Background: an optimization exercise with open tools, aiming at small area. Do not read the settings as production practice. In this exercise RTL edits were held to simulation tests only and were not proved equivalent to the original. Power is estimated from default activity; no workload was simulated.

==> branch sierra <==
Design CONTROLLER, start of the top module:
module CONTROLLER(
input CONTROLLER_Reset,
input CONTROLLER_Clock,
output [11:0]rom_addr,
output rom_rd,
input [7:0]rom_data,
output [7:0]P0,
output [7:0]P1,
output [7:0]P2,
output [7:0]P3,
output [7:0]SP,
output [7:0]A,
output [15:0]PC,
output [7:0]PSW,
output [1:0]Current_Phase,
output [3:0]Current_State
);
Settings: LEC_CHECK=0, CAP_MARGIN=20, CORE_MARGIN=2, CORE_UTILIZATION=60, CTS_BUF_LIST=sky130_fd_sc_hd__clkbuf_8, CTS_CLUSTER_DIAMETER=50, CTS_CLUSTER_SIZE=18, PLACE_DENSITY=0.7, SLEW_MARGIN=20, SYNTH_HIERARCHICAL=1; clock period 20.0 ns.
standard.sh (not shown) runs the stock make flow with config.mk's settings and CLKGATE_MAP_FILE= SYNTH_SCRIPT=/design/flow/synth_recipe.tcl, a recipe that flattens the netlist after the stock synthesis.
==> flow/flow/run.sh <==
#!/bin/bash
# The standard layout flow (standard.sh, unchanged synthesis), with two settings changed:
#  - the port buffers that global placement inserts are sky130_fd_sc_hd__buf_1
#    (every input and output port still gets its own buffer);
#  - clock tree synthesis runs with the same options as the standard flow's
#    (clustering 18 sinks / 50 um, clkbuf_8), but without dummy loads.
set -o pipefail
export BUFFER_PORTS_ARGS="-buffer_cell sky130_fd_sc_hd__buf_1"
export CTS_ARGS="-sink_clustering_enable -repair_clock_nets -sink_clustering_size 18 -sink_clustering_max_diameter 50 -buf_list sky130_fd_sc_hd__clkbuf_8 -dont_use_dummy_load"
bash standard.sh > standard_flow.log 2>&1
status=$?
tail -20 standard_flow.log
exit $status
==> inputs of branch raven, as changes to branch sierra <==
==> flow/run.sh (new file) <==
#!/bin/bash
# synth_recipe.tcl (not shown) runs the flow's synth.tcl, then flattens the netlist and writes it again
# the make line also repeats each setting of config.mk as NAME=value (left out here)
make -C /OpenROAD-flow-scripts/flow DESIGN_CONFIG=/design/flow/config.mk WORK_HOME=/design/flow/orfs CLKGATE_MAP_FILE= SYNTH_SCRIPT=/design/flow/synth_recipe.tcl finish
removed: flow/flow/run.sh
removed: flow/standard.sh
==> summary of the runs <==
- Of branch raven and branch sierra, branch sierra has the higher clock-buffer cell count (gap 5).
- In sequential power, branch sierra and branch raven hardly differ.
- Against branch raven, the cell area of branch sierra is smaller by 2.4%.
- Against branch sierra, the setup slack of branch raven is higher by 0.24 ns.
- Between branch sierra and branch raven, the lower sequential share of layout area is in branch raven (gap 1.5 points).
- In area after synthesis, branch raven and branch sierra do not differ.
- Of branch raven and branch sierra, branch sierra has the higher clock skew (gap 0.058 ns).
- Against branch raven, the via count of branch sierra is smaller by about 0.4%.
- Between branch sierra and branch raven, the lower non-clock buffer count is in branch raven (gap 10).
- In sequential cell count, branch sierra and branch raven do not differ.
==> figures <==
item                                                               branch raven         branch sierra
WHS Endpoint                                                pct[2]$_SDFFE_PP0P_    pc[2]$_SDFFE_PP0P_
Worst reg2reg endpoint                                      acc[7]$_SDFFE_PP0P_  ad_q[7]$_SDFFE_PP0P_
Layout Cell Area excl Fill                                          0.0519 mm^2           0.0506 mm^2
Dpl hpwl                                                               77500 um              78300 um
Leakage Power                                                           16.3 nW               15.8 nW
Int Pwr                                                               0.00341 W             0.00323 W
Sequential share of cell area                                             0.639                 0.655
Utilization after layout                                                  0.669                 0.654
Clock buffers created by TritonCTS                                           97                   103
Max_slew headroom                                                         0.209                 0.208
Peak fanout along the critical path                                          75                    86
Inst Count DP                                                              4321                  4329
Final Power                                                           0.00446 W             0.00413 W
Clk pin slew, worst setup/hold paths                                    0.10 ns               0.07 ns
Combinational power share                                                 0.060                 0.064
Number of non-clock buffers                                                 256                   266
Violation count after the first detailed-routing iteration                 5015                  4964
Power share of the clock group                                            0.330                 0.277
Data arrival, critical path                                             8.96 ns               9.09 ns
Critical-path cell with the highest stage delay                         a31oi_1                nor4_2
Outcome                                                          finished clean        finished clean
Final Wtd Congestion                                                      0.957                 0.939

re-timing with driven ports:
Ports are ideal in the flow. The routed layouts listed here were re-timed in OpenROAD.
Step 1 assumes that a clkbuf_16 drives the clock port and a buf_2 every other input.
Step 2 also shifts input and output timing later by t, the mid clock arrival at the registers, as if the neighbouring blocks saw the same clock.
Slacks: ideal / step 1 / step 2; pairs: ideal / step 1.
| run | shift t [ns] | setup WS [ns] | hold WS [ns] | worst setup path after step 2 | worst data-port slew with drivers (ns) |
|---|---|---|---|---|---|
| branch sierra | 0.767 | 11.243 / 11.290 / 10.523 | 0.437 / 0.437 / 0.437 | input to register | 0.04 |
| branch raven | 0.799 | 11.486 / 11.515 / 10.716 | 0.471 / 0.471 / 0.471 | input to register | 0.04 |
After both steps every run listed still meets setup and hold. For branch raven, which loses most, drivers alone change the setup slack by +0.029 ns; drivers and shift together by -0.770 ns.
